What follows belongs to an exercise in optimizing a design on an open flow for a short achievable clock period and few clock cycles; a production flow would make more cautious choices.
Function was checked by simulation only, so behaviour that the tests miss may differ from the original.
Power figures rest on the tool's default switching activity, not on a simulated workload.

--- design/flow/design.v ---
module Adder32(
	input  [31:0] a,
	input  [31:0] b,
	input         cin,
	output [31:0] s
	);
	wire [32:0] t = {a, 1'b1} + {b, cin};
	assign s = t[32:1];
endmodule
module PcInc(
	input  [31:0] pc,
	output [31:0] pc4,
	output [31:0] pc8,
	output [21:0] bhiP,    
	output [21:0] bhiM,    
	output [23:0] jhiP,    
	output [23:0] jhiM     
	);
	assign pc4 = pc + 32'd4;
	assign pc8 = pc + 32'd8;
	wire [31:0] bp = pc + 32'd8 + 32'd1024;
	wire [31:0] bm = pc + 32'd8 - 32'd1024;
	wire [31:0] jp = pc + 32'd8 + 32'd256;
	wire [31:0] jm = pc + 32'd8 - 32'd256;
	assign bhiP = bp[31:10];
	assign bhiM = bm[31:10];
	assign jhiP = jp[31:8];
	assign jhiM = jm[31:8];
endmodule
module ShortTarget(
	input  [31:0] pc8,
	input  [21:0] bhiP,
	input  [21:0] bhiM,
	input  [23:0] jhiP,
	input  [23:0] jhiM,
	input  [7:0]  imm,
	output [31:0] tgtB,
	output [31:0] tgtJ
	);
	wire [8:0]  lb = {1'b0, pc8[9:2]} + {1'b0, imm};
	wire [21:0] hb = imm[7] ? (lb[8] ? pc8[31:10] : bhiM) : (lb[8] ? bhiP : pc8[31:10]);
	assign tgtB = {hb, lb[7:0], pc8[1:0]};
	wire [8:0]  lj = {1'b0, pc8[7:0]} + {1'b0, imm};
	wire [23:0] hj = imm[7] ? (lj[8] ? pc8[31:8] : jhiM) : (lj[8] ? jhiP : pc8[31:8]);
	assign tgtJ = {hj, lj[7:0]};
endmodule
module RegRead(
	input  [479:0] regs,
	input  [31:0]  pc8,
	input  [3:0]   a,
	output reg [31:0] d
	);
	always @(*) begin
		case (a)
		4'd0:  d = regs[0*32 +: 32];
		4'd1:  d = regs[1*32 +: 32];
		4'd2:  d = regs[2*32 +: 32];
		4'd3:  d = regs[3*32 +: 32];
		4'd4:  d = regs[4*32 +: 32];
		4'd5:  d = regs[5*32 +: 32];
		4'd6:  d = regs[6*32 +: 32];
		4'd7:  d = regs[7*32 +: 32];
		4'd8:  d = regs[8*32 +: 32];
		4'd9:  d = regs[9*32 +: 32];
		4'd10: d = regs[10*32 +: 32];
		4'd11: d = regs[11*32 +: 32];
		4'd12: d = regs[12*32 +: 32];
		4'd13: d = regs[13*32 +: 32];
		4'd14: d = regs[14*32 +: 32];
		default: d = pc8;
		endcase
	end
endmodule
module ARMProcessor(
	input clk,
	input reset,
	output[31:0] pc,
	input[31:0] inst,
	input nIRQ,
	output[3:0] be,
	output[31:0] memaddr,
	output memwrite,
	output memread,
	output[31:0] writedata,
	input[31:0] readdata
	);
	assign be = 4'b1111;
	assign memread = 1'b1;
	reg [31:0] pcF;
	reg [31:0] rf [0:14];
	reg        Z;
	reg        vE;
	reg [31:0] rawA, rawB, rawD;
	reg        f1A, f2A, f1B, f2B, f1D, f2D;    
	reg        invE;
	reg        eqE, neE;         
	reg        wrRegE;           
	reg        pcAluE;           
	reg        pcBrE;            
	reg        cmpE, ldE, stE, ldpcE;
	reg [3:0]  rdE;
	reg [31:0] pc8E, offE;
	reg [31:0] resM, maddrM, wdataM, btgtM;
	reg        mwM, wrM, ldM, ldpcM;
	reg        pendM, pendBrM;   
	reg [3:0]  rdM;
	reg [31:0] resW;
	assign pc = pcF;
	assign memaddr = maddrM;
	assign memwrite = mwM;
	assign writedata = wdataM;
	wire        condE = ~((eqE & ~Z) | (neE & Z));
	wire        exE   = vE & condE;
	wire [31:0] opA = f1A ? resM : f2A ? resW : rawA;
	wire [31:0] opB = (f1B ? resM : f2B ? resW : rawB) ^ {32{invE}};
	wire [31:0] opD = f1D ? resM : f2D ? resW : rawD;
	wire [31:0] sum;
	Adder32 _add(.a(opA), .b(opB), .cin(invE), .s(sum));
	wire [31:0] btgt;
	Adder32 _badd(.a(pc8E), .b(offE), .cin(1'b0), .s(btgt));
	wire        zE    = &(opA ^ opB);
	wire        wrE   = exE & wrRegE;
	wire        redirE = exE & (pcAluE | pcBrE);
	wire        ldpcEx = exE & ldE & ldpcE;
	wire        ldEx   = exE & ldE & ~ldpcE;
	wire        memE   = exE & (ldE | stE);
	wire [3:0]  cond = inst[31:28];
	wire [1:0]  op   = inst[27:26];
	wire [3:0]  cmd  = inst[24:21];
	wire [3:0]  rn   = inst[19:16];
	wire [3:0]  rd   = inst[15:12];
	wire [3:0]  rm   = inst[3:0];
	wire        isDP = (op == 2'b00);
	wire        isLS = (op == 2'b01);
	wire        isB  = (op == 2'b10);
	wire        cADD = (cmd == 4'b0100);
	wire        cSUB = (cmd == 4'b0010);
	wire        cMOV = (cmd == 4'b1101);
	wire        cCMP = (cmd == 4'b1010);
	wire        dpWr = isDP & (cADD | cSUB | cMOV);
	wire [31:0] pc4, pc8;
	wire [21:0] bhiP, bhiM;
	wire [23:0] jhiP, jhiM;
	PcInc _inc(.pc(pcF), .pc4(pc4), .pc8(pc8), .bhiP(bhiP), .bhiM(bhiM), .jhiP(jhiP), .jhiM(jhiM));
	wire [31:0] tgtB, tgtJ;
	ShortTarget _tgt(.pc8(pc8), .bhiP(bhiP), .bhiM(bhiM), .jhiP(jhiP), .jhiM(jhiM),
		.imm(inst[7:0]), .tgtB(tgtB), .tgtJ(tgtJ));
	wire [31:0] imm8  = {{24{inst[7]}}, inst[7:0]};
	wire [31:0] imm12 = {20'd0, inst[11:0]};
	wire [31:0] imm24 = {{6{inst[23]}}, inst[23:0], 2'b00};
	wire [479:0] regs;
	genvar g;
	generate
		for (g = 0; g < 15; g = g + 1) begin : pack
			assign regs[g*32 +: 32] = rf[g];
		end
	endgenerate
	wire [31:0] rvn, rvm, rvd;
	RegRead _rn(.regs(regs), .pc8(pc8), .a(rn), .d(rvn));
	RegRead _rm(.regs(regs), .pc8(pc8), .a(rm), .d(rvm));
	RegRead _rd(.regs(regs), .pc8(pc8), .a(rd), .d(rvd));
	wire useRn = (isDP & (cADD | cSUB | cCMP)) | isLS;
	wire useRm = (isDP & ~inst[25] & (cADD | cSUB | cMOV | cCMP)) | (isLS & inst[25]);
	wire useRd = isLS & ~inst[20];
	wire wrE1 = wrE;                  
	wire n1 = wrE1 & (rdE == rn), n2 = wrM & (rdM == rn);
	wire m1 = wrE1 & (rdE == rm), m2 = wrM & (rdM == rm);
	wire d1 = wrE1 & (rdE == rd), d2 = wrM & (rdM == rd);
	wire stallF = ldEx & ((useRn & rn == rdE) | (useRm & rm == rdE) | (useRd & rd == rdE));
	wire        Zeff = (exE & cmpE) ? zE : Z;
	wire        condF = ~(((cond == 4'b0000) & ~Zeff) | ((cond == 4'b0001) & Zeff));
	wire shortB = (inst[23:7] == 17'h1ffff) | (inst[23:7] == 17'h0);
	wire jmpF = isDP & inst[25] & (rd == 4'd15) & (cMOV | (cADD & rn == 4'd15));
	wire brF  = isB & shortB & condF;
	wire jF   = jmpF & condF;
	wire killF = ldpcM | pendM | redirE | ldpcEx | stallF;
	integer i;
	always @(posedge clk) begin
		if (reset) begin
			pcF <= 32'd0;
			vE <= 1'b0;
			Z <= 1'b0;
			mwM <= 1'b0;
			wrM <= 1'b0;
			ldM <= 1'b0;
			ldpcM <= 1'b0;
			pendM <= 1'b0;
			for (i = 0; i < 15; i = i + 1)
				rf[i] <= 32'd0;
		end else begin
			if (ldpcM)
				pcF <= readdata;
			else if (pendM)
				pcF <= pendBrM ? btgtM : resM;
			else if (redirE | ldpcEx | stallF)
				pcF <= pcF;
			else if (brF)
				pcF <= tgtB;
			else if (jF)
				pcF <= (isDP & cMOV) ? imm8 : tgtJ;
			else
				pcF <= pc4;
			vE <= ~killF;
			for (i = 0; i < 15; i = i + 1)
				if (wrM && rdM == i)
					rf[i] <= ldM ? readdata : resM;
			if (exE & cmpE)
				Z <= zE;
			mwM <= exE & stE;
			wrM <= wrE | ldEx;
			ldM <= ldEx;
			ldpcM <= ldpcEx;
			pendM <= redirE;
		end
		resM <= sum;
		if (memE)
			maddrM <= sum;
		if (exE & stE)
			wdataM <= opD;
		btgtM <= btgt;
		pendBrM <= pcBrE;
		rdM <= rdE;
		resW <= ldM ? readdata : resM;
		if (isB) begin
			rawA <= pc4;              
			rawB <= 32'd0;
		end else begin
			rawA <= (isDP & cMOV) ? 32'd0 : rvn;
			rawB <= (isDP ? inst[25] : ~inst[25]) ? (isDP ? imm8 : imm12) : rvm;
		end
		rawD <= rvd;
		f1A <= useRn & n1;  f2A <= useRn & n2;
		f1B <= useRm & m1;  f2B <= useRm & m2;
		f1D <= useRd & d1;  f2D <= useRd & d2;
		invE <= (isDP & (cSUB | cCMP)) | (isLS & ~inst[23]);
		pc8E <= pc8;
		offE <= imm24;
		eqE <= (cond == 4'b0000);
		neE <= (cond == 4'b0001);
		wrRegE <= (dpWr & rd != 4'd15) | (isB & inst[24]);
		pcAluE <= dpWr & rd == 4'd15 & ~jmpF;
		pcBrE <= isB & ~shortB;
		cmpE <= isDP & cCMP;
		ldE <= isLS & inst[20];
		stE <= isLS & ~inst[20];
		ldpcE <= rd == 4'd15;
		rdE <= isB ? 4'd14 : rd;
	end
endmodule
--- design/flow/standard.sh ---
#!/bin/bash
# synth_recipe.tcl (not shown) runs the flow's synth.tcl, then flattens the netlist and writes it again
# the make line also repeats each setting of config.mk as NAME=value (left out here)
make -C /OpenROAD-flow-scripts/flow DESIGN_CONFIG=/design/flow/config.mk WORK_HOME=/design/flow/orfs CLKGATE_MAP_FILE= SYNTH_SCRIPT=/design/flow/synth_recipe.tcl "${@:-finish}"
--- design/flow/config.mk ---
export PLATFORM = sky130hd
export DESIGN_NAME = ARMProcessor
export DESIGN_NICKNAME = ARMProcessor
export VERILOG_FILES = /design/flow/design.v
export SDC_FILE = /design/flow/constraint.sdc
export NUM_CORES = 4
export LEC_CHECK = 0
export CAP_MARGIN = 20
export CORE_MARGIN = 2
export CORE_UTILIZATION = 40
export SLEW_MARGIN = 20
export SYNTH_HIERARCHICAL = 1
--- design/flow/constraint.sdc ---
create_clock -name core_clock -period 9.0 [get_ports {clk}]
set_input_delay 1.8000 -clock core_clock [delete_from_list [all_inputs] [get_ports {clk}]]
set_output_delay 1.8000 -clock core_clock [all_outputs]
set_load 0.01 [all_outputs]
--- design/flow/flow/run.sh ---
#!/bin/bash
set -euo pipefail
bash standard.sh SETUP_SLACK_MARGIN=6.0 finish > standard.log 2>&1
==> impl_metrics.ini <==
[outcome]
outcome = no timing/DRC/antenna violations

[die]
ios = 169
rows = 134
core_area_mm2 = 0.133
die_area_mm2 = 0.136
initial_core_util = 0.402
die_h_um = 369
die_x_um = 369

[setup_path]
crit_fanout = 5
path_buf_inv = 2
cpPeakStageDelay_ps = 490
crit_chain = ha_4 -> nand2_1 -> nor4_2 -> nor2_2 -> clkinvlp_4 -> ha_2 -> nand2_4 -> o21bai_4 -> or4_4 -> or4_4 -> buf_6 -> nor2_4 -> xnor2_1 -> nand4b_1 -> o211ai_2 -> a211oi_2 -> o31ai_1
r2r_setup_slack_ps = 5180
slowest_stage = or4_4
path_common_cell = or4_4
crit_required_ps = 9660
critPathKind = flip-flop to flip-flop
startpoint_type = flip-flop
cp_top_family = simple AND/OR/NAND/NOR gates
cp-end-kind = flip-flop
arrival_ps = 4480

[drt]
routedWlPerCell_um = 36.1
drt_iter0_drc = 10400
routed_wl_um = 303000
first_pass_iters = 13
antenna_left = 0
drc_errors = 0
vias = 59300
viasPerCell = 7.06

[timing]
holdWs_ps = 435
fin_crit_ps = 3820
slew_violations = 0
worst_slack_ps = 5180
slew_headroom = 0.170
tns_ps = 0
rsz0062_at_grt = yes
finalHoldViolCount = 0
fin_crit_sh = 0.424
worstMarginPinSlew_ps = 1250
clock.fmax_mhz = 262
setup_viol = 0
skew_ps = 39.0

[synthesis]
synth_mux_area_frac = 0.0829
yosys.area_share.xor_xnor = 0.0435
avgSynthCellArea_um2 = 8.62
synth_compound_gate_area_share = 0.297
synth_edf_count = 64
synthCells = 6193
syn-cell-area_mm2 = 0.0534
ys.flop_type = dfxtp_1
async_flop_share = 0
synth_seq_cells = 856
synth_adder_area_share = 0.0219
synth_top_cell_by_area = dfxtp_1
synth_area_leaders = dfxtp_1 (30%), a211oi_1 (7.1%), mux2i_1 (5.6%), nor2_1 (4.4%), a22oi_1 (3.8%)
synthSimpleGateAreaFrac = 0.161
synth_top_family_by_area = compound AO/OA/AOI/OAI gates
synthDominantCellAreaShare = 0.297
synth_cell_types = 111
ys_warn_count = 9
ys_seq_area_frac = 0.333

[pwr]
clkPwrFrac = 0.385
power.density_mw_per_mm2 = 161
seqPwrFrac = 0.374
peakVddDrop_mv = 0.152
p_leak_nw = 25.0
p_int_w = 0.00758
netSwitchingFraction = 0.337
switchingPower_w = 0.00386
comb_power_share = 0.241

[layout]
final_cell_mix = dfxtp_1 (749), nor2_1 (599), a211oi_1 (495), nand2_1 (429), buf_4 (369)
fill_cells = 11800
fin_util = 0.533
layout-drive-gt1-share = 0.275
final_common_cell = dfxtp_1
fin_nets = 6686
layout-area-overhead-vs-synth_pct = 32.7

[placed_design]
gp_congestion = 0.997
numPortBuffers = 162
hpwl_um = 172000
post-place-ws_ps = 3500

[cts]
cts_buffers = 96
clock_sinks = 856
postCtsHoldBufs = 0
clk_pin_slew_ps = 70
cts_tree = yes
clockBufferDepth = 3
clkLatencyLatePin_ps = 760
root_buffer = clkbuf_16
htreeDepth = 3

[grt]
grt_max_degree = 106
grt_pass1_wl_um = 406000
grt_overflow = 0
grt_antenna_before_repair = 29
grt_pass1_vias = 52900
grt_use_total = 0.413

[worst_hold_path]
hold_class = flip-flop to flip-flop

[flow_run]
drv_cap = 0
[cell type report]
cell class / instances / area [um^2] / share of cell area
Antenna cell: 17 / 42.5 / 0.000600
Clock buffer: 135 / 2850 / 0.0403
Clock inverter: 43 / 624 / 0.00881
Inverter: 96 / 400 / 0.00565
Multi-Input combinational cell: 4666 / 36900 / 0.521
Sequential cell: 856 / 17900 / 0.253
Tap cell: 1768 / 2210 / 0.0312
Timing Repair Buffer: 812 / 9900 / 0.140
[flip-flops by register name (all words and copies together), names as in the netlist, 4 cells and up]
| register | count |
|---|---|
| btgtM | 32 |
| rawB | 32 |
| wdataM | 32 |
| resM | 32 |
| rf | 480 |
| rawA | 32 |
| pcF | 32 |
| resW | 32 |
| rdE | 4 |
| rawD | 32 |
| maddrM | 32 |
| rdM | 4 |
| pc8E | 32 |
| offE | 24 |
[cells in the mapped netlist (50+ instances only)]
library cell	number
dfxtp_1	792
a22o_1	60
a211oi_1	505
inv_1	90
buf_4	63
xnor2_1	173
a2bb2oi_1	60
a22oi_1	271
edfxtp_1	64
o32a_1	78
buf_2	131
nor3_1	60
a21oi_1	119
ha_1	87
xor2_1	92
a31oi_1	109
clkbuf_1	362
nand2b_1	103
o21ai_1	69
nand4b_1	50
nor2_1	626
o22ai_1	61
mux2_2	120
a21boi_0	72
mux2i_1	297
o221ai_1	82
a21o_1	55
o21ai_0	238
nand3_1	63
a222oi_1	57
nand4_1	58
nand2_1	443
[logic make-up (layout without fill, tap and decap cells)]
group / after synthesis / after routing
flip-flops: 856 / 856
other: 2 / 27
AND/OR/NAND/NOR: 1724 / 1742
multiplexers: 426 / 426
XOR/XNOR: 265 / 265
buffers and inverters: 698 / 1086
AO/OA/AOI/OAI: 2131 / 2132
adder cells (fa/ha/maj): 91 / 91
[modules after synthesis (local to each module, per instance)]
module        copies in the design  cell area [um^2]  flops+latches
ARMProcessor                     1             31500            856
ShortTarget                      1              2620              0
PcInc                            1              2930              0
RegRead                          3              4290              0
Adder32                          2              1740              0
[repair_timing]
action | in CTS | in global routing
endpoints found under the setup margin | 498 | 277
gates cloned | 79 | 18
pin swaps | 159 | 169
gates resized for setup | 1260 | 360
buffers inserted | 274 | 160
[power groups by stage]
stage / clock network, W / logic (W) / registers [W]
finish: 0.00440 / 0.00276 / 0.00428
global route: 0.00455 / 0.00279 / 0.00427
CTS: 0.00438 / 0.00243 / 0.00425
detailed placement: 0 / 0.00199 / 0.00433
global placement: 0 / 0.00198 / 0.00433
floorplan: 0 / 0.00129 / 0.00418
[worst paths after layout]
check	startpoint	to	cells after the start
worst max-delay path	pcF[3]	pcF[24]	17
worst min-delay path	rdE[2]	rdM[2]	0
worst max register to register	pcF[3]	pcF[24]	17
worst min register to register	rdE[2]	rdM[2]	0
[per-layer routing]
metal	routed length, um	GRT usage	share of wire	vias up
met5	686	0.0132	0.0023	-
met1	106000	0.494	0.35	28200
met2	119000	0.579	0.39	5056
met4	31800	0.323	0.10	40
met3	45800	0.171	0.15	1735
li1	-	-	-	24200
[per-stage QoR]
step	std cells	area (um^2)	power, W
floorplan	6201	54600	0.00548
global placement	7665	56200	0.00631
detailed placement	7666	56200	0.00632
CTS	8197	67300	0.0111
global route	8378	70800	0.0116
finish	8393	70900	0.0114
Testbench counts, summed over its fixed seeds: cycles 35,561.

static timing again, ports no longer ideal:
Ports are ideal in the flow. The routed layout listed here was re-timed in OpenROAD. Step 1, drivers: a clkbuf_16 drives clk and a buf_2 each remaining input, both assumed. Step 2 also shifts input and output timing later by t, the mid clock arrival at the registers, as if the neighbouring blocks saw the same clock. Slacks: no drivers / after step 1 / after step 2; pairs: no drivers / after step 1.
t (ns): 0.815
setup slack, ns: 5.184 / 5.170 / 4.355
latest minus earliest clock arrival (ns): 0.047 / 0.048
worst register clock-pin slew, ns: 0.07 / 0.07
After both steps this run still meets setup and hold. The setup slack of this run moves by -0.014 ns with the drivers and by -0.829 ns with both steps.
